Background: an optimization exercise with open tools, aiming at small area, a short achievable clock period and few clock cycles. Do not read the settings as production practice.
No functional check of the RTL was part of any run shown here.
Power figures rest on the tool's default switching activity, not on a simulated workload.

File: design/flow/design.v
`timescale 1ns / 1ps
module powlib_xbar_top(clk,rst,wrdatas,wraddrs,wrvlds,wrrdys,rddatas,rdaddrs,rdvlds,rdrdys);
  localparam                       B_WRS = 4;
  localparam                       B_RDS = 3;
  localparam                       B_AW  = 2;
  localparam                       B_DW  = 8;
  input     wire                   clk;
  input     wire                   rst;
  input     wire [B_WRS*B_DW-1:0]  wrdatas;
  input     wire [B_WRS*B_AW-1:0]  wraddrs;
  input     wire [B_WRS-1:0]       wrvlds;
  output    wire [B_WRS-1:0]       wrrdys;
  output    wire [B_RDS*B_DW-1:0]  rddatas;
  output    wire [B_RDS*B_AW-1:0]  rdaddrs;
  output    wire [B_RDS-1:0]       rdvlds;
  input     wire [B_RDS-1:0]       rdrdys;
  reg  [B_RDS-1:0]      vld_q;            
  reg  [B_RDS*B_DW-1:0] dat_q;            
  reg                   a0_q;             
  reg  [1:0]            top_q;            
  wire [B_WRS-1:0]      dec [0:B_RDS-1];  
  wire [B_WRS-1:0]      req [0:B_RDS-1];  
  wire [B_WRS-1:0]      tk  [0:B_RDS-1];  
  wire [B_WRS-1:0]      blk [0:B_RDS-1];  
  wire [B_RDS-1:0]      acc;              
  wire [B_RDS-1:0]      hold;             
  wire [B_WRS*B_WRS-1:0] pri;
  genvar i, j, k;
  for (k=0; k<B_WRS; k=k+1) begin : g_pk
    for (i=0; i<B_WRS; i=i+1) begin : g_pi
      wire [B_WRS-1:0] m;
      for (j=0; j<B_WRS; j=j+1) begin : g_pm
        assign m[j] = (k!=i) && (((j-i-1)&3) <= ((k-i-1)&3));
      end
      assign pri[k*B_WRS+i] = m[top_q];
    end
  end
  for (i=0; i<B_WRS; i=i+1) begin : g_wr
    wire [1:0] a = wraddrs[i*B_AW+:B_AW];
    assign dec[0][i] =  a[1] &  a[0];
    assign dec[1][i] =  a[1] & ~a[0];
    assign dec[2][i] = ~a[1];
    assign req[0][i] = wrvlds[i] & dec[0][i];
    assign req[1][i] = wrvlds[i] & dec[1][i];
    assign req[2][i] = wrvlds[i] & dec[2][i];
    assign wrrdys[i] = (dec[0][i] & acc[0] & ~blk[0][i]) |
                       (dec[1][i] & acc[1] & ~blk[1][i]) |
                       (dec[2][i] & acc[2] & ~blk[2][i]);
  end
  for (j=0; j<B_RDS; j=j+1) begin : g_rd
    for (i=0; i<B_WRS; i=i+1) begin : g_blk
      wire [B_WRS-1:0] b;
      for (k=0; k<B_WRS; k=k+1) begin : g_b
        assign b[k] = req[j][k] & pri[k*B_WRS+i];
      end
      assign blk[j][i] = |b;
      assign tk[j][i]  = req[j][i] & ~blk[j][i] & acc[j];
    end
    assign acc[j]  = ~vld_q[j] | rdrdys[j];
    assign hold[j] = ~acc[j];
    wire [B_DW-1:0] d = ({B_DW{tk[j][0]}} & wrdatas[0*B_DW+:B_DW]) |
                        ({B_DW{tk[j][1]}} & wrdatas[1*B_DW+:B_DW]) |
                        ({B_DW{tk[j][2]}} & wrdatas[2*B_DW+:B_DW]) |
                        ({B_DW{tk[j][3]}} & wrdatas[3*B_DW+:B_DW]) |
                        ({B_DW{hold[j]}}  & dat_q[j*B_DW+:B_DW]);
    always @(posedge clk) begin
      if (rst)
        vld_q[j] <= 1'b0;
      else
        vld_q[j] <= hold[j] | (|req[j]);
      dat_q[j*B_DW+:B_DW] <= d;
    end
    assign rddatas[j*B_DW+:B_DW] = dat_q[j*B_DW+:B_DW];
    assign rdvlds[j]             = vld_q[j];
  end
  always @(posedge clk) begin
    if (rst)
      top_q <= 2'd0;
    else
      top_q <= {top_q[1]^top_q[0], ~top_q[0]};
    a0_q <= (tk[2][0] & wraddrs[0]) | (tk[2][1] & wraddrs[2]) |
            (tk[2][2] & wraddrs[4]) | (tk[2][3] & wraddrs[6]) | (hold[2] & a0_q);
  end
  assign rdaddrs = {1'b0, a0_q, 2'b10, 2'b11};
endmodule
File: design/flow/constraint.sdc
create_clock -name core_clock -period 3.6 [get_ports {clk}]
set_input_delay 0.7200 -clock core_clock [delete_from_list [all_inputs] [get_ports {clk}]]
set_output_delay 0.7200 -clock core_clock [all_outputs]
set_load 0.01 [all_outputs]
File: design/flow/flow/run.sh
#!/bin/bash
# Standard layout, except that the port buffers are the smallest plain
# buffer (the resizer upsizes the ones on critical paths) instead of the
# delay buffer buffer_ports picks by default.
set -euo pipefail
export BUFFER_PORTS_ARGS="-buffer_cell sky130_fd_sc_hd__buf_1"
bash standard.sh > standard.log 2>&1
File: design/flow/config.mk
export PLATFORM = sky130hd
export DESIGN_NAME = powlib_xbar_top
export DESIGN_NICKNAME = powlib_xbar_top
export VERILOG_FILES = /design/flow/design.v
export SDC_FILE = /design/flow/constraint.sdc
export NUM_CORES = 4
export LEC_CHECK = 0
export CAP_MARGIN = 20
export CORE_MARGIN = 2
export CORE_UTILIZATION = 40
export SETUP_SLACK_MARGIN = 1.0
export SLEW_MARGIN = 20
export TNS_END_PERCENT = 0
File: design/flow/standard.sh
#!/bin/bash
# synth_recipe.tcl (not shown) runs the flow's synth.tcl, then flattens the netlist and writes it again
# the make line also repeats each setting of config.mk as NAME=value (left out here)
make -C /OpenROAD-flow-scripts/flow DESIGN_CONFIG=/design/flow/config.mk WORK_HOME=/design/flow/orfs CLKGATE_MAP_FILE= SYNTH_SCRIPT=/design/flow/synth_recipe.tcl "${@:-finish}"
==> run summary, run 1 <==
layout cells sized above 1 22.0%; worst hold slack 0.457 ns; startpoint types input pin; outcome finished clean; setup ws final 0.990 ns; Hold Startpoint top_q[0]; CTS Root Cell clkbuf_8; final setup vio count 0; H-tree lvl count 2; I/O pin count 86; wire per inst 19.8 um; Worst Clk Skew 0.0114 ns; clock-pin slew reported for the worst setup and hold paths after clock tree synthesis 0.06 ns; CP max stage delay 0.40 ns; post-layout util 54.8%; Iter 0 DRT Violations 281; # DRC 0; Hold Buf Count CTS 0; ANT nets after route 0; Ant. Diodes 0; crit-path max FO 5; CP top delay family simple AND/OR/NAND/NOR gates; Reg2Reg Launch Point top_q[1]; crit-path cells buf_2, and3_1, a22o_4, nor4_4, or3_4, buf_6; Synth async-reset ratio 0%; Area contributors post-synth dfxtp_1, a22oi_1, nand3_1, nand2_1, ha_1; leak pwr 1.18 nW; P&R area growth vs syn 34.3%; Yosys top cell area share 27.1%; PortBufs 80; vias in the first global route 2,620; Post-Syn Area 2220 sq um; largest net degree at the start of global routing 22; GRT Overall Usage 28.0%; CP bufs+invs 2; gpl congestion 1.00; syn avg cell area 8.16 sq um; die area 6160 sq um; Yosys cell types 50; fin crit period 2.61 ns; Core ar. 5440 sq um; initial antenna violation count 0; sequential fraction of the synthesis area 27.1%; First-pass DRT Iterations 5; crit path from wraddrs[6]; critical path's slowest cell or3_4; Setup Slack @ Placement 0.619 ns; worst-case clock buffer depth 2; vias post-DR 2,745; total CTS buffers 5; Post-DP HPWL 5930 um; Vias/cell 6.24; PwrDens 356 nW/um^2; fmax 383 MHz; post-synth top area cell dfxtp_1; RSZ-0062 raised after global routing yes; row count 27; CTS tree done; HP Class register to register; slew of the pin with the lowest slew margin 0.717 ns; Chip Height 78.5 um; global-route wire length before repair 13,500 um; pins over their slew limit 0; global route overflow 0; nets 423; Post-Syn Instances 272; Initial Util 40.8%; headroom to the max-slew limit 52.0%; clock latency (worst-skew pair) 0.28 ns; CTS Sinks 30; EDFF count, synth 0; drt total wl 8720 um; predominant post-synthesis flop cell dfxtp_1; crit end category output port; final hold vios 0; setup TNS 0 ns; Tcrit/Tclk final 72.5%; Yosys reg bits 30; CP required 2.88 ns; critical path class input pin to output port; max cap viols 0; chip width 78.5 um; maximum vdd drop 231 uV; Worst EP arrival 1.89 ns; yosys warns 1; fillers 539
[cell type report]
class	instances	area [sq um]	share of cell area [%]
clock buffer	6	82.6	2.77
clock inverter	2	12.5	0.420
inverter	6	22.5	0.755
multi-input combinational	217	1600	53.8
sequential	30	608	20.4
tap	72	90.1	3.02
timing repair buffer	107	563	18.9
[registers in the layout, indices dropped and copies added (netlist names)]
signal  flops
dat_q      24
top_q       2
a0_q        1
vld_q       3
[final timing paths]
kind                to  slack, ns  cells after the start
max          wrrdys[1]       0.99                      6
min           top_q[0]       0.46                      1
max reg2reg  dat_q[13]       1.67                      8
min reg2reg   top_q[0]       0.46                      1
[cell families (layout without fill, tap and decap cells)]
kind of cell	Yosys count	count (layout)	synth area share (%)
buffers and inverters	28	121	6.37
adders and majority gates	7	7	3.95
other	2	5	0.338
and+or+nand+nor	132	132	35.7
AOI/OAI and AO/OA	73	73	26.6
DFF	30	30	27.1
[metal layers]
metal	vias up	global-route usage (%)	part of all wire, %
met5	-	0	0
met4	0	13.0	2.8
met3	27	6.21	9.9
met2	213	42.3	46
met1	1273	37.8	42
li1	1232	-	-
[metrics by stage]
stage          total power [mW]  instances  instance area [sq um]
3_5_place_dp              0.713        418                   2600
4_1_cts                    1.04        436                   2880
5_1_grt                    1.11        440                   2980
2_1_floorplan             0.594        275                   2230
3_3_place_gp              0.714        418                   2600
6_report                   1.06        440                   2980
[synthesized netlist by cell type, drive strengths merged (2+ instances only)]
cell     count
o211ai      10
nand2       33
a222oi       4
and3         4
inv          6
o21ai        3
conb         2
nor4         6
nor4b        2
a32o         4
nand4        9
nand2b       7
and2         8
a31oi        2
a2bb2oi      5
nand3       27
ha           7
o2bb2ai      2
a211o        4
o22ai        4
or4          2
buf         15
a221oi       2
a32oi        6
nor2b        7
clkbuf       7
a22oi       21
nor2        15
and3b        3
dfxtp       30
and4b        2
[cell usage in the layout (no fill, tap or decap), types with 6 or more instances in the layout]
cell      netlist  final
nor2_1         13     12
and2_1          8      8
buf_1           0     67
nand4_1         9      9
nand2_1        33     32
o211ai_1       10     10
a32oi_1         6      6
buf_4           7     27
clkbuf_8        0      6
dfxtp_1        30     28
nand3_1        27     27
a22oi_1        21     20
[power by group]
group | internal [mW] | leakage, nW | switching, mW
Sequential | 0.373 | 0.251 | 0.0244
Clock | 0.154 | 0.0472 | 0.139
Combinational | 0.156 | 0.882 | 0.214
[timing repair]
| item | 4_1_cts | 5_1_grt |
|---|---|---|
| setup endpoints to repair | 4 | 4 |
| pin swaps | 7 | 4 |
| gates cloned | 0 | 0 |
| hold endpoints to repair | 0 | 0 |
| gates resized for setup | 40 | 15 |
| setup buffers | 10 | 4 |
[worst register-to-register path, stage by stage (launching register included)]
cell and delay [ns]:
dfxtp_4 0.35, inv_1 0.13, ha_4 0.24, nand2b_4 0.15
o2111ai_1 0.23, a221oi_2 0.08, buf_4 0.20, a222oi_1 0.30
o211ai_1 0.15
==> run 2: changes to the inputs <==
--- a/design/flow/config.mk
+++ b/design/flow/config.mk
@@ -10,4 +10,4 @@
 export CORE_UTILIZATION = 40
 export SETUP_SLACK_MARGIN = 1.0
 export SLEW_MARGIN = 20
-export TNS_END_PERCENT = 0
+export TNS_END_PERCENT = 10
==> run 2 against run 1 <==
Still clean. Core utilization unchanged. Via count unchanged. Final area unchanged. Global-route usage stayed put. Non-clock buffer count is the same. Worst setup slack is the same. Critical endpoint unchanged. Highest routed layer unchanged.
==> run summary, run 2 <==
outcome finished clean (unchanged); fmax 383 MHz (unchanged); yosys warns 1 (unchanged); top-count cell post-synth nand2_1 (unchanged); Synth Area in XOR/XNOR 0% (unchanged); vias in the first global route 2,620 (unchanged); Clk network pwr share 27.6% (about the same); gpl congestion 1.00 (unchanged); Chip Height 78.5 um (unchanged); initial antenna violation count 0 (unchanged); fillers 539 (unchanged); Synth async-reset ratio 0% (unchanged); Pint 683 uW (unchanged); predominant post-synthesis flop cell dfxtp_1 (unchanged); critical path class input pin to output port (unchanged); wire per inst 19.8 um (unchanged); Area contributors post-synth dfxtp_1, a22oi_1, nand3_1, nand2_1, ha_1 (unchanged); PwrDens 356 nW/um^2 (unchanged); Initial Util 40.8% (unchanged); Sw Ratio 35.6% (unchanged); Yosys top cell area share 27.1% (unchanged); leading cell types by count after synthesis nand2_1, dfxtp_1, nand3_1 (unchanged); final hold vios 0 (unchanged); crit-path max FO 5 (unchanged); CTS tree done (unchanged); clock latency (worst-skew pair) 0.28 ns (about the same); clock-pin slew reported for the worst setup and hold paths after clock tree synthesis 0.06 ns (about the same); row count 27 (unchanged); crit end category output port (unchanged); RSZ-0062 raised after global routing yes (unchanged); Core ar. 5440 sq um (unchanged); P&R area growth vs syn 34.3% (unchanged); startpoint types input pin (unchanged); # DRC 0 (unchanged); CP top delay family simple AND/OR/NAND/NOR gates (unchanged); largest net degree at the start of global routing 22 (unchanged); Post-Syn Area 2220 sq um (unchanged); NetSw 377 uW (unchanged); crit-path cells buf_2, and3_1, a22o_4, nor4_4, or3_4, buf_6 (unchanged); CTS Root Cell clkbuf_8 (unchanged); Biggest register dat_q (unchanged); First-pass DRT Iterations 5 (unchanged); max FFs per register 24 (unchanged); ANT nets after route 0 (unchanged); leading cell type in the layout, fill and taps excluded buf_1 (unchanged); die area 6160 sq um (unchanged); GRT Overall Usage 28.0% (unchanged); CTS Sinks 30 (unchanged); Iter 0 DRT Violations 281 (unchanged); setup TNS 0 ns (unchanged); PortBufs 80 (unchanged); I/O pin count 86 (unchanged); post-synth top area cell dfxtp_1 (unchanged); maximum vdd drop 231 uV (unchanged); Synth Area in Simple Gates 35.7% (unchanged); Vias/cell 6.24 (unchanged); global route overflow 0 (unchanged); critical path's slowest cell or3_4 (unchanged); Worst EP arrival 1.89 ns (about the same); Synth Area in Compound Gates 26.6% (unchanged); pins over their slew limit 0 (unchanged); Gate power share 34.9% (about the same); sequential fraction of the synthesis area 27.1% (unchanged); Post-DP HPWL 5930 um (unchanged); Power, Total 1.06 mW (unchanged); CP max stage delay 0.40 ns (about the same); Top Registers dat_q (24), vld_q (3), top_q (2) (unchanged); H-tree lvl count 2 (unchanged); drt total wl 8720 um (unchanged); commonest non-fill, non-tap cells in the layout buf_1, nand2_1, dfxtp_1, nand3_1, buf_4 (unchanged); HP Class register to register (unchanged); CP required 2.88 ns (about the same); Hold Buf Count CTS 0 (unchanged); syn avg cell area 8.16 sq um (unchanged); slew of the pin with the lowest slew margin 0.717 ns (unchanged); Ant. Diodes 0 (unchanged); leak pwr 1.18 nW (unchanged); worst-case clock buffer depth 2 (unchanged); Yosys cell types 50 (unchanged); vias post-DR 2,745 (unchanged); Post-Syn Instances 272 (unchanged); Worst Clk Skew 0.0114 ns (unchanged); sequential share of power 37.5% (about the same); nets 423 (unchanged); final setup vio count 0 (unchanged); Tcrit/Tclk final 72.5% (unchanged); multiplexer share of the synthesized area 0% (unchanged); Yosys reg bits 30 (unchanged); global-route wire length before repair 13,500 um (unchanged); max cap viols 0 (unchanged); layout cells sized above 1 22.0% (unchanged); fin crit period 2.61 ns (unchanged); Post-Synth Adder-Cell Area 3.95% (unchanged); main combinational cell family by area after synthesis simple AND/OR/NAND/NOR gates (unchanged); total CTS buffers 5 (unchanged); headroom to the max-slew limit 52.0% (unchanged); CP bufs+invs 2 (unchanged); chip width 78.5 um (unchanged); EDFF count, synth 0 (unchanged)
run 2: area by class of cell:
type                    count  area [sq um]  share of cell area (%)
clock buffers               6          82.6                    2.77
well taps                  72          90.1                    3.02
inverters                   6          22.5                   0.755
flip-flops and latches     30           608                    20.4
multi-input cells         217          1600                    53.8
clock inverters             2          12.5                   0.420
repair buffers            107           563                    18.9
run 2: worst paths after layout:
kind	from	endpoint	slack, ns	depth (start not counted)
worst max register to register	top_q[1]	dat_q[13]	1.67	8
worst min-delay path	top_q[0]	top_q[0]	0.46	1
worst max-delay path	wraddrs[6]	wrrdys[1]	0.99	6
worst min register to register	top_q[0]	top_q[0]	0.46	1
run 2: through the flow:
stage	util, %	worst slack [ns]	hold WS [ns]	cell area (sq um)	std cells
floorplan	-	1.08	0.451	2230	275
global placement	47.8	0.632	0.446	2600	418
detailed placement	47.8	0.619	0.453	2600	418
CTS	53.0	0.968	0.469	2880	436
global route	54.8	0.940	0.470	2980	440
finish	54.8	0.990	0.457	2980	440
run 2: cells by family (layout without fill, tap and decap cells):
family                     Yosys count  after routing
AOI/OAI and AO/OA                   73             73
adders and majority gates            7              7
buffers and inverters               28            121
DFF                                 30             30
other                                2              5
and+or+nand+nor                    132            132
run 2: worst reg2reg max path, cell delays in order (launching register included):
cell,delay [ns]
dfxtp_4,0.35
inv_1,0.13
ha_4,0.24
nand2b_4,0.15
o2111ai_1,0.23
a221oi_2,0.08
buf_4,0.20
a222oi_1,0.30
o211ai_1,0.15
run 2: repair_timing:
| action | 4_1_cts | 5_1_grt |
|---|---|---|
| buffers inserted | 10 | 4 |
| setup endpoints to repair | 4 | 4 |
| pin swaps | 7 | 4 |
| endpoints found under the hold margin | 0 | 0 |
| gates resized for setup | 40 | 15 |
run 2: power by group through the flow:
stage | sequential [mW] | clock [mW] | combinational, mW
floorplan | 0.420 | 0 | 0.174
global placement | 0.406 | 0 | 0.307
detailed placement | 0.406 | 0 | 0.307
CTS | 0.397 | 0.295 | 0.343
global route | 0.402 | 0.314 | 0.396
finish | 0.397 | 0.293 | 0.370
run 2: per-layer routing:
layer | part of all wire, % | global-route usage, % | routed length, um | vias up
li1 | - | - | - | 1232
met1 | 42 | 37.8 | 3630 | 1273
met2 | 46 | 42.3 | 3980 | 213
met3 | 9.9 | 6.21 | 863 | 27
met4 | 2.8 | 13.0 | 246 | 0
met5 | 0 | 0 | 0 | -
==> run 3: changes to the inputs <==
--- a/design/flow/config.mk
+++ b/design/flow/config.mk
@@ -8,6 +8,7 @@
 export CAP_MARGIN = 20
 export CORE_MARGIN = 2
 export CORE_UTILIZATION = 40
+export CTS_BUF_LIST = sky130_fd_sc_hd__clkbuf_4
+export CTS_CLUSTER_SIZE = 30
 export SETUP_SLACK_MARGIN = 1.0
 export SLEW_MARGIN = 20
-export TNS_END_PERCENT = 10
==> run 3 against run 2 <==
Total power fell by 7.3%. Sequential power barely moved. Largest power group unchanged. Final cell count rose by 0.68%. Wire length fell by 0.79%. Global-route usage fell by 0.073 points. Register-to-register slack barely moved.
==> run summary, run 3 <==
outcome finished clean (unchanged); Worst EP arrival 1.98 ns (was 1.89 ns); CP required 2.88 ns (about the same); Yosys cell types 50 (unchanged); Top Registers dat_q (24), vld_q (3), top_q (2) (unchanged); yosys warns 1 (unchanged); Vias/cell 6.17 (was 6.24); commonest non-fill, non-tap cells in the layout buf_1, nand2_1, dfxtp_1, buf_4, nand3_1 (was buf_1, nand2_1, dfxtp_1, nand3_1, buf_4); Post-Syn Area 2220 sq um (unchanged); CP bufs+invs 2 (unchanged); First-pass DRT Iterations 5 (unchanged); PwrDens 329 nW/um^2 (was 356 nW/um^2); P&R area growth vs syn 34.5% (was 34.3%); crit-path max FO 5 (unchanged); worst-case clock buffer depth 2 (unchanged); # DRC 0 (unchanged); leading cell type in the layout, fill and taps excluded buf_1 (unchanged); Synth async-reset ratio 0% (unchanged); critical path's slowest cell or3_4 (unchanged); initial antenna violation count 0 (unchanged); Power, Total 983 uW (was 1.06 mW); CTS Sinks 30 (unchanged); Area contributors post-synth dfxtp_1, a22oi_1, nand3_1, nand2_1, ha_1 (unchanged); leading cell types by count after synthesis nand2_1, dfxtp_1, nand3_1 (unchanged); vias in the first global route 2,666 (was 2,620); CTS tree done (unchanged); crit end category output port (unchanged); fin crit period 2.70 ns (was 2.61 ns); Iter 0 DRT Violations 248 (was 281); Yosys top cell area share 27.1% (unchanged); gpl congestion 1.00 (unchanged); wire per inst 19.5 um (was 19.8 um); drt total wl 8650 um (was 8720 um); CP max stage delay 0.35 ns (was 0.40 ns); global-route wire length before repair 13,500 um (about the same); critical path class input pin to output port (unchanged); largest net degree at the start of global routing 22 (unchanged); GRT Overall Usage 27.9% (was 28.0%); final setup vio count 0 (unchanged); setup TNS 0 ns (unchanged); leak pwr 1.17 nW (was 1.18 nW); CP top delay family simple AND/OR/NAND/NOR gates (unchanged); H-tree lvl count 2 (unchanged); Ant. Diodes 0 (unchanged); EDFF count, synth 0 (unchanged); startpoint types input pin (unchanged); Initial Util 40.8% (unchanged); clock-pin slew reported for the worst setup and hold paths after clock tree synthesis 0.11 ns (was 0.06 ns); RSZ-0062 raised after global routing yes (unchanged); Yosys reg bits 30 (unchanged); clock latency (worst-skew pair) 0.33 ns (was 0.28 ns); Biggest register dat_q (unchanged); final hold vios 0 (unchanged); Tcrit/Tclk final 74.9% (was 72.5%); crit-path cells buf_1, and3_1, a22o_1, nor4_4, or3_4, buf_6 (was buf_2, and3_1, a22o_4, nor4_4, or3_4, buf_6); pins over their slew limit 0 (unchanged); vias post-DR 2,735 (was 2,745); HP Class register to register (unchanged); layout cells sized above 1 22.9% (was 22.0%); syn avg cell area 8.16 sq um (unchanged); sequential fraction of the synthesis area 27.1% (unchanged); global route overflow 0 (unchanged); Chip Height 78.5 um (unchanged); CTS Root Cell clkbuf_4 (was clkbuf_8); I/O pin count 86 (unchanged); row count 27 (unchanged); top-count cell post-synth nand2_1 (unchanged); ANT nets after route 0 (unchanged); PortBufs 80 (unchanged); max FFs per register 24 (unchanged); Core ar. 5440 sq um (unchanged); die area 6160 sq um (unchanged); Post-DP HPWL 5930 um (unchanged); total CTS buffers 5 (unchanged); worst hold slack 0.475 ns (was 0.457 ns); slew of the pin with the lowest slew margin 0.660 ns (was 0.717 ns); headroom to the max-slew limit 55.8% (was 52.0%); chip width 78.5 um (unchanged); nets 426 (was 423); maximum vdd drop 225 uV (was 231 uV); max cap viols 0 (unchanged); predominant post-synthesis flop cell dfxtp_1 (unchanged); Post-Syn Instances 272 (unchanged); fmax 371 MHz (was 383 MHz); post-synth top area cell dfxtp_1 (unchanged); Worst Clk Skew 0.0116 ns (was 0.0114 ns)
-- run 3: cell type report --
type	count	area, sq um
Fill cell	553	2450
Tap cell	72	90.1
Timing Repair Buffer	110	581
Inverter	6	25.0
Clock inverter	3	16.3
Clock buffer	5	37.5
Sequential cell	30	608
Multi-Input combinational cell	217	1630
-- run 3: repair_timing --
action | in CTS | in global routing
setup endpoints to repair | 4 | 4
gates resized for setup | 41 | 18
hold buffers | 0 | 0
setup buffers | 14 | 3
pin swaps | 10 | 9
-- run 3: final timing paths --
path / depth (start not counted) / slack [ns] / startpoint / to
max reg2reg: 7 / 1.66 / top_q[1] / dat_q[13]
min reg2reg: 1 / 0.47 / dat_q[1] / dat_q[1]
min: 1 / 0.47 / dat_q[1] / dat_q[1]
max: 6 / 0.90 / wraddrs[6] / wrrdys[1]
-- run 3: worst reg2reg max path: cells and delay by family, from the launching register on --
kind                   cells  cell delay, ns
AND/OR/NAND/NOR            3            0.78
flip-flops                 1            0.38
buffers and inverters      2            0.26
AO/OA/AOI/OAI              2            0.41
-- run 3: metrics by stage --
step                      setup slack [ns]  util [%]  cells  area, sq um
after global placement               0.632      47.8    418         2600
after floorplan                       1.08         -    275         2230
after global routing                 0.868      54.9    443         2990
after CTS                            0.947      53.2    440         2890
after detailed placement             0.619      47.8    418         2600
final                                0.905      54.9    443         2990
-- run 3: kinds of logic after synthesis --
family | after synthesis | share of synthesized area [%]
buf+inv | 28 | 6.37
compound gates | 73 | 26.6
flops | 30 | 27.1
simple gates | 132 | 35.7
fa+ha+maj | 7 | 3.95
other cells | 2 | 0.338
-- run 3: per-layer routing --
| layer | global-route usage [%] | routed length (um) | vias to the layer above | share of wire, % |
|---|---|---|---|---|
| met5 | 0 | 0 | - | 0 |
| met4 | 13.7 | 311 | 0 | 3.6 |
| met3 | 7.01 | 865 | 34 | 10 |
| met2 | 42.6 | 3910 | 201 | 45 |
| met1 | 36.6 | 3570 | 1267 | 41 |
| li1 | - | - | 1233 | - |
-- run 3: power breakdown --
group | internal [mW] | switching [mW]
Sequential | 0.373 | 0.0255
Combinational | 0.163 | 0.217
Clock | 0.0727 | 0.133
==> run 4: changes to the inputs <==
--- a/design/flow/design.v
+++ b/design/flow/design.v
@@ -17,7 +17,8 @@
   reg  [B_RDS-1:0]      vld_q;            
   reg  [B_RDS*B_DW-1:0] dat_q;            
   reg                   a0_q;             
-  reg  [1:0]            top_q;            
+  localparam            B_NP = B_WRS*(B_WRS-1)/2;
+  reg  [B_NP-1:0]       pri_q;            
   wire [B_WRS-1:0]      dec [0:B_RDS-1];  
   wire [B_WRS-1:0]      req [0:B_RDS-1];  
   wire [B_WRS-1:0]      tk  [0:B_RDS-1];  
@@ -28,12 +29,23 @@
   genvar i, j, k;
   for (k=0; k<B_WRS; k=k+1) begin : g_pk
     for (i=0; i<B_WRS; i=i+1) begin : g_pi
-      wire [B_WRS-1:0] m;
-      for (j=0; j<B_WRS; j=j+1) begin : g_pm
-        assign m[j] = (k!=i) && (((j-i-1)&3) <= ((k-i-1)&3));
+      if (k==i) begin : g_eq
+        assign pri[k*B_WRS+i] = 1'b0;
+      end else if (k<i) begin : g_lt
+        assign pri[k*B_WRS+i] = pri_q[(k*(2*B_WRS-1-k))/2+i-k-1];
+      end else begin : g_gt
+        assign pri[k*B_WRS+i] = ~pri_q[(i*(2*B_WRS-1-i))/2+k-i-1];
       end
-      assign pri[k*B_WRS+i] = m[top_q];
     end
+  end
+  always @(posedge clk) begin : p_pri
+    integer pk, pi;
+    for (pk=0; pk<B_WRS; pk=pk+1)
+      for (pi=pk+1; pi<B_WRS; pi=pi+1)
+        if (rst)
+          pri_q[(pk*(2*B_WRS-1-pk))/2+pi-pk-1] <= 1'b1;
+        else
+          pri_q[(pk*(2*B_WRS-1-pk))/2+pi-pk-1] <= pri[((pk+B_WRS-1)%B_WRS)*B_WRS+((pi+B_WRS-1)%B_WRS)];
   end
   for (i=0; i<B_WRS; i=i+1) begin : g_wr
     wire [1:0] a = wraddrs[i*B_AW+:B_AW];
@@ -74,10 +86,6 @@
     assign rdvlds[j]             = vld_q[j];
   end
   always @(posedge clk) begin
-    if (rst)
-      top_q <= 2'd0;
-    else
-      top_q <= {top_q[1]^top_q[0], ~top_q[0]};
     a0_q <= (tk[2][0] & wraddrs[0]) | (tk[2][1] & wraddrs[2]) |
             (tk[2][2] & wraddrs[4]) | (tk[2][3] & wraddrs[6]) | (hold[2] & a0_q);
   end
--- a/design/flow/config.mk
+++ b/design/flow/config.mk
@@ -8,7 +8,5 @@
 export CAP_MARGIN = 20
 export CORE_MARGIN = 2
 export CORE_UTILIZATION = 40
-export CTS_BUF_LIST = sky130_fd_sc_hd__clkbuf_4
-export CTS_CLUSTER_SIZE = 30
 export SETUP_SLACK_MARGIN = 1.0
 export SLEW_MARGIN = 20
==> run 4 against run 3 <==
Still clean on timing, DRC and antenna. First-iteration DRC count increased by 110%. Final cell count grew 8.1%. Non-clock buffer count rose by 10. Clock skew is 0.0018 ns higher. Worst setup slack better by 0.066 ns. Final area is 9.1% higher. Clock power is 51% higher. Synthesized area rose by 11%. Global-route usage up 2.5 points. Combinational power decreased by 6.6%. Fmax is 2.5% higher. Hold slack better by 0.025 ns. Critical endpoint unchanged. Highest routed layer unchanged.
==> run summary, run 4 <==
chip width 82.6 um (was 78.5 um); predominant post-synthesis flop cell dfxtp_1 (unchanged); Biggest register dat_q (unchanged); critical path's slowest cell nor2b_1 (was or3_4); wire per inst 21.2 um (was 19.5 um); outcome finished clean (unchanged); nets 452 (was 426); pins over their slew limit 0 (unchanged); die area 6820 sq um (was 6160 sq um); largest net degree at the start of global routing 15 (was 22); Iter 0 DRT Violations 510 (was 248); Worst R2R Path Depth 6 (was 7); max FFs per register 24 (unchanged); Gate power share 31.9% (was 38.6%); placed instance area 2910 sq um (was 2600 sq um); vias in the first global route 3,016 (was 2,666); final hold vios 0 (unchanged); Tcrit/Tclk final 73.0% (was 74.9%); leak pwr 1.25 nW (was 1.17 nW); Initial Util 41.5% (was 40.8%); total CTS buffers 5 (unchanged); CP max stage delay 0.26 ns (was 0.35 ns); NetSw 397 uW (was 375 uW); Yosys top cell area share 27.5% (was 27.1%); non-filler cells, final 479 (was 443); clock latency (worst-skew pair) 0.30 ns (was 0.33 ns); Top Registers dat_q (24), pri_q (6), vld_q (3) (was dat_q (24), vld_q (3), top_q (2)); initial antenna violation count 0 (unchanged); Post-DP HPWL 6750 um (was 5930 um); HP Class register to register (unchanged); Pint 713 uW (was 608 uW); I/O pin count 86 (unchanged); yosys warns 1 (unchanged); slew of the pin with the lowest slew margin 0.827 ns (was 0.660 ns); ANT nets after route 0 (unchanged); fin crit period 2.63 ns (was 2.70 ns); Area contributors post-synth dfxtp_1, nand3_1, a32oi_1, nand4_1, a2111oi_4 (was dfxtp_1, a22oi_1, nand3_1, nand2_1, ha_1); Vias/cell 6.54 (was 6.17); Core ar. 5960 sq um (was 5440 sq um); headroom to the max-slew limit 44.7% (was 55.8%); Yosys cell types 42 (was 50); maximum vdd drop 163 uV (was 225 uV); Worst Clk Skew 0.0135 ns (was 0.0116 ns); crit-path cells buf_2, nor2b_1, buf_4, a211oi_2, a22oi_1, nand2_1, buf_2 (was buf_1, and3_1, a22o_1, nor4_4, or3_4, buf_6); P&R area growth vs syn 31.8% (was 34.5%); PwrDens 341 nW/um^2 (was 329 nW/um^2); max cap viols 0 (unchanged); Setup crit end wrrdys[1] (unchanged); H-tree lvl count 2 (unchanged); CTS tree done (unchanged); Chip Height 82.6 um (was 78.5 um); crit end category output port (unchanged); post-layout instance area 3260 sq um (was 2990 sq um); Hold Buf Count CTS 0 (unchanged); most frequent cell on the critical path buf_2; drt total wl 10,100 um (was 8650 um); CTS Sinks 34 (was 30); sequential fraction of the synthesis area 27.5% (was 27.1%); Worst EP arrival 1.91 ns (was 1.98 ns); PortBufs 80 (unchanged); Post-Syn Area 2470 sq um (was 2220 sq um); Post-Syn Instances 301 (was 272); EDFF count, synth 0 (unchanged); crit path from wrvlds[3] (was wraddrs[6]); setup TNS 0 ns (unchanged); worst-case clock buffer depth 2 (unchanged); gpl congestion 0.986 (was 1.00); CP required 2.88 ns (about the same); Reg2Reg Launch Point vld_q[1] (was top_q[1]); clock-pin slew reported for the worst setup and hold paths after clock tree synthesis 0.07 ns (was 0.11 ns); flop2flop setup slack 1.61 ns (was 1.66 ns); worst r2r dst dat_q[9] (was dat_q[13]); Yosys reg bits 34 (was 30); GRT Overall Usage 30.4% (was 27.9%); global-route wire length before repair 15,300 um (was 13,500 um); top-count cell post-synth nand3_1 (was nand2_1); critical path class input pin to output port (unchanged); leading cell type in the layout, fill and taps excluded nand3_1 (was buf_1); syn avg cell area 8.21 sq um (was 8.16 sq um); Synth async-reset ratio 0% (unchanged); CTS Root Cell clkbuf_8 (was clkbuf_4); post-synth top area cell dfxtp_1 (unchanged); Ant. Diodes 0 (unchanged); RSZ-0062 raised after global routing yes (unchanged); final setup vio count 0 (unchanged); Placed Cells incl. Taps 455 (was 418); fmax 380 MHz (was 371 MHz); First-pass DRT Iterations 6 (was 5); leading cell types by count after synthesis nand3_1, dfxtp_1, nand4_1 (was nand2_1, dfxtp_1, nand3_1); commonest non-fill, non-tap cells in the layout nand3_1, buf_1, buf_4, dfxtp_1, nand4_1 (was buf_1, nand2_1, dfxtp_1, buf_4, nand3_1); Sw Ratio 35.7% (was 38.1%); fillers 600 (was 553); row count 28 (was 27); # DRC 0 (unchanged); crit-path max FO 12 (was 5); layout cells sized above 1 22.3% (was 22.9%); startpoint types input pin (unchanged); global route overflow 0 (unchanged); Clk network pwr share 27.8% (was 20.9%); vias post-DR 3,132 (was 2,735); sequential share of power 40.3% (was 40.5%)
run 4: cell count changes after synthesis, moves of 6 or more:
cell,delta
a22oi_1,-19
a32oi_1,+18
and2_1,+9
clkbuf_1,+6
ha_1,-7
nand2_1,-20
nand3_1,+38
nand4_1,+16
nor2_1,-8
o2111ai_1,+6
o211ai_1,-10
run 4: how the worst min path moves through the flow:
stage / start / to / slack, ns / cells past startpoint
finish: dat_q[7] / dat_q[7] / 0.50 / 2
global route: dat_q[16] / dat_q[16] / 0.52 / 2
CTS: dat_q[7] / dat_q[7] / 0.50 / 2
detailed placement: pri_q[2] / pri_q[0] / 0.48 / 1
global placement: dat_q[6] / dat_q[6] / 0.48 / 2
floorplan: pri_q[5] / pri_q[2] / 0.42 / 1
run 4: per-layer routing:
layer  GRT usage (%)  wire (um)
met1            39.0       4010
met2            47.8       4490
met3            7.17       1240
met4            14.9        402
met5               0          0
run 4: layout make-up:
type | instances | area, sq um | area share, %
clock buffer | 6 | 82.6 | 2.53
timing repair buffer | 120 | 654 | 20.1
multi-input combinational | 231 | 1690 | 52.0
sequential | 34 | 681 | 20.9
clock inverter | 2 | 12.5 | 0.384
inverter | 11 | 41.3 | 1.27
tap | 75 | 93.8 | 2.88
run 4: worst max-delay path: cells and delay by family:
kind	cells	cell delay [ns]
buffers and inverters	3	0.55
and+or+nand+nor	2	0.36
AOI/OAI and AO/OA	2	0.27
run 4: logic make-up (layout without fill, tap and decap cells):
group / Yosys count / after routing / share of synthesized area (%)
buf+inv: 39 / 139 / 7.75
flops: 34 / 34 / 27.5
compound gates: 51 / 51 / 21.1
other cells: 2 / 5 / 0.304
simple gates: 175 / 175 / 43.3
run 4: power groups by stage:
stage	sequential (mW)	combinational (mW)	clock (mW)
6_report	0.447	0.354	0.309
3_3_place_gp	0.454	0.312	0
3_5_place_dp	0.454	0.313	0
5_1_grt	0.451	0.379	0.330
4_1_cts	0.446	0.334	0.314
2_1_floorplan	0.463	0.172	0
run 4: per-stage QoR:
step | setup WS [ns] | utilization [%] | hold slack, ns | total power, mW
5_1_grt | 0.926 | 54.7 | 0.523 | 1.16
3_5_place_dp | 0.440 | 48.9 | 0.481 | 0.766
4_1_cts | 1.00 | 53.2 | 0.503 | 1.09
6_report | 0.971 | 54.7 | 0.500 | 1.11
3_3_place_gp | 0.496 | 48.9 | 0.477 | 0.766
2_1_floorplan | 1.01 | - | 0.420 | 0.635
run 4: repair_timing:
action	4_1_cts	5_1_grt
setup endpoints to repair	4	4
setup buffers	7	9
resized for setup	35	9
pin swaps	9	9
==> run 5: changes to the inputs <==
--- a/design/flow/config.mk
+++ b/design/flow/config.mk
@@ -8,5 +8,5 @@
 export CAP_MARGIN = 20
 export CORE_MARGIN = 2
 export CORE_UTILIZATION = 40
-export SETUP_SLACK_MARGIN = 1.0
+export SETUP_SLACK_MARGIN = 1.4
 export SLEW_MARGIN = 20
==> run 5 against run 4 <==
Still clean. Count of clock-buffer cells in the layout shrank 1. Core utilization rose by 4.9 points. Fmax down 0.58%. Sequential cell count did not move. First-iteration DRC count is 15% higher. Worst setup slack lost 0.015 ns. Critical path type unchanged. Largest cell class unchanged. Largest power group unchanged.
==> run summary, run 5 <==
CP bufs+invs 2 (was 3); commonest non-fill, non-tap cells in the layout nand3_1, buf_1, buf_4, dfxtp_1, nand4_1 (unchanged); startpoint types input pin (unchanged); final setup vio count 0 (unchanged); drt total wl 11,000 um (was 10,100 um); setup TNS 0 ns (unchanged); non-filler cells, final 488 (was 479); CP max stage delay 0.39 ns (was 0.26 ns); Iter 0 DRT Violations 589 (was 510); global-route wire length before repair 16,300 um (was 15,300 um); Reg2Reg Launch Point pri_q[2] (was vld_q[1]); crit-path max FO 5 (was 12); Yosys reg bits 34 (unchanged); Placed Cells incl. Taps 451 (was 455); Worst EP arrival 1.92 ns (was 1.91 ns); Yosys top cell area share 27.5% (unchanged); row count 28 (unchanged); chip width 82.6 um (unchanged); Tcrit/Tclk final 73.4% (was 73.0%); First-pass DRT Iterations 6 (unchanged); wire per inst 22.6 um (was 21.2 um); crit path from wraddrs[3] (was wrvlds[3]); leading cell types by count after synthesis nand3_1, dfxtp_1, nand4_1 (unchanged); ANT nets after route 0 (unchanged); CTS tree done (unchanged); P&R area growth vs syn 43.5% (was 31.8%); pins over their slew limit 0 (unchanged); clock-pin slew reported for the worst setup and hold paths after clock tree synthesis 0.08 ns (was 0.07 ns); Top Registers dat_q (24), pri_q (6), vld_q (3) (unchanged); Yosys cell types 42 (unchanged); crit end category output port (unchanged); fillers 545 (was 600); worst-case clock buffer depth 2 (unchanged); Synth async-reset ratio 0% (unchanged); HP Class register to register (unchanged); global route overflow 0 (unchanged); Worst Clk Skew 0.00779 ns (was 0.0135 ns); max FFs per register 24 (unchanged); Worst R2R Path Depth 6 (unchanged); GRT Overall Usage 32.7% (was 30.4%); top-count cell post-synth nand3_1 (unchanged); Area contributors post-synth dfxtp_1, nand3_1, a32oi_1, nand4_1, a2111oi_4 (unchanged); CP top delay family compound AO/OA/AOI/OAI gates (was buffers and inverters); Power, Total 1.29 mW (was 1.11 mW); Chip Height 82.6 um (unchanged); fmax 378 MHz (was 380 MHz); vias in the first global route 3,043 (was 3,016); clock latency (worst-skew pair) 0.30 ns (about the same); Biggest register dat_q (unchanged); die area 6820 sq um (unchanged); sequential fraction of the synthesis area 27.5% (unchanged); Post-Syn Instances 301 (unchanged); vias post-DR 3,210 (was 3,132); Core ar. 5960 sq um (unchanged); RSZ-0062 raised after global routing yes (unchanged); final hold vios 0 (unchanged); total CTS buffers 5 (unchanged); PortBufs 80 (unchanged); maximum vdd drop 188 uV (was 163 uV); EDFF count, synth 0 (unchanged); Post-DP HPWL 6820 um (was 6750 um); worst r2r dst dat_q[10] (was dat_q[9]); Hold Buf Count CTS 0 (unchanged); nets 461 (was 452); Initial Util 41.5% (unchanged); slew of the pin with the lowest slew margin 0.903 ns (was 0.827 ns); headroom to the max-slew limit 39.7% (was 44.7%); WHS Endpoint pri_q[1] (was dat_q[7]); CTS Root Cell clkbuf_8 (unchanged); Post-Syn Area 2470 sq um (unchanged); layout cells sized above 1 24.9% (was 22.3%); largest net degree at the start of global routing 15 (unchanged); gpl congestion 0.944 (was 0.986); Vias/cell 6.58 (was 6.54); fin crit period 2.64 ns (was 2.63 ns); predominant post-synthesis flop cell dfxtp_1 (unchanged); CP required 2.88 ns (about the same); syn avg cell area 8.21 sq um (unchanged); PwrDens 363 nW/um^2 (was 341 nW/um^2); leak pwr 1.37 nW (was 1.25 nW); initial antenna violation count 0 (unchanged); Ant. Diodes 0 (unchanged); hold path depth 1 (was 2); flop2flop setup slack 1.47 ns (was 1.61 ns); critical path class input pin to output port (unchanged); I/O pin count 86 (unchanged); outcome finished clean (unchanged); critical path's slowest cell a2111oi_4 (was nor2b_1); max cap viols 0 (unchanged); Hold Startpoint pri_q[4] (was dat_q[7]); post-synth top area cell dfxtp_1 (unchanged); crit-path cells buf_8, and3b_2, a2111oi_4, nand2b_1, a31oi_2, buf_2 (was buf_2, nor2b_1, buf_4, a211oi_2, a22oi_1, nand2_1, buf_2); H-tree lvl count 2 (unchanged); yosys warns 1 (unchanged); CTS Sinks 34 (unchanged); # DRC 0 (unchanged)
run 5: cell counts after synthesis:
No cell type changed its count.
run 5: layer usage:
metal  wire, um  share of wire (%)  vias to the layer above  global-route usage (%)
met5          0                  0                        -                       0
met4        520                4.7                        0                    16.4
met3       1260                 11                       70                    6.20
met2       4990                 45                      294                    51.1
met1       4250                 39                     1459                    42.8
li1           -                  -                     1387                       -
run 5: metrics by stage:
stage	util, %	instance area [sq um]	worst slack (ns)	hold WS, ns
global route	59.6	3550	0.903	0.510
global placement	48.9	2910	0.654	0.472
floorplan	-	2530	1.01	0.420
CTS	57.1	3400	0.986	0.469
detailed placement	48.9	2910	0.612	0.476
finish	59.6	3550	0.956	0.490
run 5: repair_timing:
action                                  4_1_cts  5_1_grt
gates resized for setup                      58       17
endpoints found under the setup margin       11        4
cloned                                        0        1
buffers inserted                             19        9
pin swaps                                    16       14
run 5: worst max-delay path by stage:
stage	end	slack, ns	depth (start not counted)
final	wrrdys[0]	0.96	6
after floorplan	wrrdys[0]	1.01	5
after detailed placement	wrrdys[2]	0.61	6
after CTS	wrrdys[0]	0.99	6
after global routing	wrrdys[0]	0.90	6
after global placement	wrrdys[2]	0.65	6
run 5: worst register-to-register path, delay by kind of cell (launching register included):
| family | cells | cell delay, ns |
|---|---|---|
| simple gates | 3 | 1.00 |
| flops | 1 | 0.41 |
| compound gates | 1 | 0.37 |
| buf+inv | 2 | 0.27 |
run 5: area by class of cell:
class                      count  area, sq um  area share [%]
tap                           75         93.8            2.65
clock buffer                   5         68.8            1.94
clock inverter                 3         68.8            1.94
sequential                    34          682            19.2
inverter                      11         41.3            1.16
multi-input combinational    231         1740            49.0
timing repair buffer         129          855            24.1
run 5: logic make-up after synthesis:
group | share of synthesized area (%)
other | 0.304
AO/OA/AOI/OAI | 21.1
flip-flops | 27.5
AND/OR/NAND/NOR | 43.3
buffers and inverters | 7.75
run 5: power by group:
| group | switching [mW] | leakage, nW | total (mW) | internal (mW) |
|---|---|---|---|---|
| logic | 0.227 | 1.02 | 0.396 | 0.170 |
| registers | 0.0315 | 0.283 | 0.449 | 0.417 |
| clock network | 0.166 | 0.0683 | 0.444 | 0.278 |
| total | 0.425 | 1.37 | 1.29 | 0.865 |
==> run 6: changes to the inputs <==
--- a/design/flow/design.v
+++ b/design/flow/design.v
@@ -70,11 +70,11 @@
     end
     assign acc[j]  = ~vld_q[j] | rdrdys[j];
     assign hold[j] = ~acc[j];
-    wire [B_DW-1:0] d = ({B_DW{tk[j][0]}} & wrdatas[0*B_DW+:B_DW]) |
-                        ({B_DW{tk[j][1]}} & wrdatas[1*B_DW+:B_DW]) |
-                        ({B_DW{tk[j][2]}} & wrdatas[2*B_DW+:B_DW]) |
-                        ({B_DW{tk[j][3]}} & wrdatas[3*B_DW+:B_DW]) |
-                        ({B_DW{hold[j]}}  & dat_q[j*B_DW+:B_DW]);
+    wire [B_DW-1:0] d;
+    powlib_xbar_dmux #(.W(B_DW)) dmux_inst (
+      .sel({hold[j], tk[j]}),
+      .din({dat_q[j*B_DW+:B_DW], wrdatas}),
+      .dout(d));
     always @(posedge clk) begin
       if (rst)
         vld_q[j] <= 1'b0;
@@ -91,3 +91,18 @@
   end
   assign rdaddrs = {1'b0, a0_q, 2'b10, 2'b11};
 endmodule
+module powlib_xbar_dmux(sel,din,dout);
+  parameter                W = 8;
+  parameter                N = 5;
+  input  wire [N-1:0]      sel;
+  input  wire [N*W-1:0]    din;
+  output wire [W-1:0]      dout;
+  genvar b, n;
+  for (b=0; b<W; b=b+1) begin : g_bit
+    wire [N-1:0] t;
+    for (n=0; n<N; n=n+1) begin : g_word
+      assign t[n] = sel[n] & din[n*W+b];
+    end
+    assign dout[b] = |t;
+  end
+endmodule
--- a/design/flow/config.mk
+++ b/design/flow/config.mk
@@ -8,5 +8,7 @@
 export CAP_MARGIN = 20
 export CORE_MARGIN = 2
 export CORE_UTILIZATION = 40
-export SETUP_SLACK_MARGIN = 1.4
+export SETUP_SLACK_MARGIN = 1.0
 export SLEW_MARGIN = 20
+export SYNTH_HIERARCHICAL = 1
+export SYNTH_MINIMUM_KEEP_SIZE = 0
==> run 6 against run 5 <==
Combinational power decreased by about 30%. Count of clock-buffer cells in the layout increased by 1. Sequential share of layout area increased by 5.7 points. Synthesized cell count decreased by 22%. Total power decreased by 22%. Die area decreased by 18%. Sequential power about the same. Wire length decreased by 31%. Clock skew decreased by 0.0027 ns. Critical path type unchanged. Largest cell class unchanged.
==> run summary, run 6 <==
outcome finished clean (unchanged); final setup vio count 0 (unchanged); drt total wl 7640 um (was 11,000 um); Iter 0 DRT Violations 486 (was 589); Initial Util 41.9% (was 41.5%); total CTS buffers 5 (unchanged); sequential share of power 44.5% (was 34.8%); Worst Clk Skew 0.00507 ns (was 0.00779 ns); final hold vios 0 (unchanged); die area 5590 sq um (was 6820 sq um); chip width 74.8 um (was 82.6 um); I/O pin count 86 (unchanged); CP max stage delay 0.38 ns (was 0.39 ns); Sw Ratio 32.1% (was 32.9%); EDFF count, synth 0 (unchanged); Post-DP HPWL 4840 um (was 6820 um); Post-Syn Area 2000 sq um (was 2470 sq um); leading cell type in the layout, fill and taps excluded buf_1; startpoint types input pin (unchanged); post-synth top area cell dfxtp_1 (unchanged); initial antenna violation count 0 (unchanged); Chip Height 74.8 um (was 82.6 um); layout cells sized above 1 21.3% (was 24.9%); Worst EP arrival 1.91 ns (was 1.92 ns); yosys warns 7 (was 1); First-pass DRT Iterations 7 (was 6); PortBufs 80 (unchanged); ANT nets after route 0 (unchanged); worst-case clock buffer depth 2 (unchanged); Area contributors post-synth dfxtp_1, a222oi_1, a22oi_1, nand2_1, nand3b_1 (was dfxtp_1, nand3_1, a32oi_1, nand4_1, a2111oi_4); critical path class input pin to output port (unchanged); syn avg cell area 8.53 sq um (was 8.21 sq um); Pint 686 uW (was 865 uW); Core ar. 4790 sq um (was 5960 sq um); commonest non-fill, non-tap cells in the layout buf_1, dfxtp_1, nand2_1, a222oi_1, a22oi_1 (was nand3_1, buf_1, buf_4, dfxtp_1, nand4_1); post-layout util 57.1% (was 59.6%); Yosys reg bits 34 (unchanged); Routed met3 length 946 um (was 1260 um); P&R area growth vs syn 36.4% (was 43.5%); crit end category output port (unchanged); CP required 2.88 ns (about the same); nets 374 (was 461); GRT Overall Usage 27.7% (was 32.7%); Tcrit/Tclk final 73.2% (was 73.4%); fmax 380 MHz (was 378 MHz); CTS Root Cell clkbuf_8 (unchanged); Yosys cell types 45 (was 42); Clk network pwr share 27.9% (was 34.4%); leading cell types by count after synthesis dfxtp_1, nand2_1, a222oi_1, a22oi_1 (was nand3_1, dfxtp_1, nand4_1); CTS tree done (unchanged); PwrDens 370 nW/um^2 (was 363 nW/um^2); RSZ-0062 raised after global routing yes (unchanged); headroom to the max-slew limit 40.8% (was 39.7%); global route overflow 0 (unchanged); H-tree lvl count 2 (unchanged); sequential fraction of the synthesis area 34.0% (was 27.5%); row count 25 (was 28); vias in the first global route 2,281 (was 3,043); slew of the pin with the lowest slew margin 0.884 ns (was 0.903 ns); leak pwr 1.09 nW (was 1.37 nW); clock-pin slew reported for the worst setup and hold paths after clock tree synthesis 0.06 ns (was 0.08 ns); M1 WL 2900 um (was 4250 um); fin crit period 2.63 ns (was 2.64 ns); Top Registers dat_q (24), pri_q (6), vld_q (3) (unchanged); CTS Sinks 34 (unchanged); max FFs per register 24 (unchanged); max cap viols 0 (unchanged); Synth async-reset ratio 0% (unchanged); HP Class register to register (unchanged); Gate power share 27.6% (was 30.8%); Vias/cell 6.23 (was 6.58); crit-path cells buf_8, or3b_1, nand4_1, nor2_1, or3_1, buf_1 (was buf_8, and3b_2, a2111oi_4, nand2b_1, a31oi_2, buf_2); worst r2r dst dat_q[13] (was dat_q[10]); predominant post-synthesis flop cell dfxtp_1 (unchanged); critical path's slowest cell or3b_1 (was a2111oi_4); largest net degree at the start of global routing 13 (was 15); crit-path max FO 11 (was 5); clock latency (worst-skew pair) 0.28 ns (was 0.30 ns); Yosys top cell area share 34.0% (was 27.5%); Worst R2R Path Depth 15 (was 6); Ant. Diodes 0 (unchanged); setup TNS 0 ns (unchanged); met2 WL 3510 um (was 4990 um); top-count cell post-synth dfxtp_1 (was nand3_1); gpl congestion 0.929 (was 0.944); global-route wire length before repair 11,500 um (was 16,300 um); wire per inst 19.5 um (was 22.6 um); hold path depth 2 (was 1); flop2flop setup slack 1.28 ns (was 1.47 ns); highest metal used met4 (unchanged); Reg2Reg Launch Point vld_q[1] (was pri_q[2]); Hold Startpoint dat_q[20] (was pri_q[4]); Biggest register dat_q (unchanged); pins over their slew limit 0 (unchanged); NetSw 324 uW (was 425 uW); # DRC 0 (unchanged); maximum vdd drop 168 uV (was 188 uV); WHS Endpoint dat_q[20] (was pri_q[1]); Post-Syn Instances 235 (was 301); Hold Buf Count CTS 0 (unchanged); vias post-DR 2,437 (was 3,210)
## run 6: cell count changes in the layout (fill, tap and decap cells not counted), moves of 6 or more
cell,delta
and2_1,-10
nand3_1,-62
nand4_1,-23
and4b_1,-6
nand2_1,+20
a32oi_1,-24
buf_4,-20
a22oi_1,+22
a222oi_1,+24
inv_1,-8
nand3b_1,+7
## run 6: timing repair
action	CTS	global route
setup endpoints to repair	4	7
endpoints found under the hold margin	0	0
pin swaps	7	7
buffers inserted	18	2
resized for setup	48	19
## run 6: layout make-up
type	instances	area (sq um)
flip-flops and latches	34	681
fillers	473	2050
clock buffers	6	82.6
inverters	6	37.5
well taps	67	83.8
multi-input cells	175	1290
repair buffers	103	563
## run 6: logic make-up after synthesis
group,Yosys count,synth area share (%)
AND/OR/NAND/NOR,98,27.3
AO/OA/AOI/OAI,72,30.3
flip-flops,34,34.0
buffers and inverters,29,7.99
other,2,0.375
## run 6: power by group through the flow
stage	Sequential (mW)	Combinational (mW)	Clock, mW
after CTS	0.448	0.261	0.284
final	0.450	0.279	0.282
after detailed placement	0.454	0.224	0
after global placement	0.455	0.224	0
after floorplan	0.465	0.122	0
after global routing	0.453	0.303	0.304
## run 6: worst max-delay path: cells and delay by family
kind	cells	cell delay [ns]
AND/OR/NAND/NOR	4	0.93
buffers and inverters	2	0.26
## run 6: per-stage QoR
step | hold slack [ns] | instances | power (mW) | setup WS [ns] | instance area, sq um
after global routing | 0.497 | 391 | 1.06 | 0.913 | 2730
final | 0.473 | 391 | 1.01 | 0.966 | 2730
after global placement | 0.454 | 365 | 0.679 | 0.633 | 2280
after CTS | 0.476 | 389 | 0.993 | 0.995 | 2650
after floorplan | 0.427 | 238 | 0.587 | 1.14 | 2020
after detailed placement | 0.458 | 365 | 0.678 | 0.715 | 2280
## run 6: layer usage
metal  up-vias  GRT usage, %
met4         0          9.72
li1       1094             -
met5         -             0
met1      1117          37.6
met2       192          43.4
met3        34          6.43
## run 6: worst max-delay path by stage
| stage | startpoint | endpoint | slack (ns) | cells past startpoint |
|---|---|---|---|---|
| finish | wraddrs[7] | wrrdys[2] | 0.97 | 6 |
| floorplan | wraddrs[5] | wrrdys[3] | 1.14 | 5 |
| detailed placement | wraddrs[7] | wrrdys[1] | 0.72 | 6 |
| global route | rdrdys[1] | wrrdys[0] | 0.91 | 7 |
| global placement | rdrdys[1] | wrrdys[0] | 0.63 | 7 |
| CTS | wraddrs[7] | wrrdys[1] | 1.0 | 6 |

[what the ideal ports hide]
No port has a modelled driver above. Below, the same layouts with a new extraction and two added sets of constraints. Step 1 (the two cells are an assumption about what drives the block):
set clk [get_ports {clk}]
set_driving_cell -lib_cell sky130_fd_sc_hd__clkbuf_16 $clk
set_driving_cell -lib_cell sky130_fd_sc_hd__buf_2 [delete_from_list [all_inputs] $clk]
Step 2 times the ports against the registers' clock, not the clock port: input delays grow and output delays shrink by t, the midpoint of the rising clock arrivals with the driver on. Slacks: no drivers / after step 1 / after step 2; pairs: no drivers / after step 1.
| run | t (ns) | setup slack, ns | hold WS [ns] | worst slew at a driven data input, ns | cell pins on the clock port's net |
|---|---|---|---|---|---|
| run 1 | 0.307 | 0.990 / 0.961 / 0.961 | 0.457 / 0.457 / 0.457 | 0.06 | 1 |
| run 2 | 0.307 | 0.990 / 0.961 / 0.961 | 0.457 / 0.457 / 0.457 | 0.06 | 1 |
| run 3 | 0.352 | 0.905 / 0.883 / 0.883 | 0.475 / 0.475 / 0.475 | 0.05 | 1 |
| run 4 | 0.322 | 0.971 / 0.947 / 0.947 | 0.500 / 0.500 / 0.500 | 0.04 | 1 |
| run 5 | 0.323 | 0.956 / 0.915 / 0.915 | 0.490 / 0.490 / 0.490 | 0.12 | 1 |
| run 6 | 0.306 | 0.966 / 0.928 / 0.768 | 0.473 / 0.473 / 0.473 | 0.06 | 1 |
After both steps setup and hold are still met in every run listed. The setup slack of run 6, which loses most, moves by -0.038 ns with the drivers and by -0.198 ns with both steps.
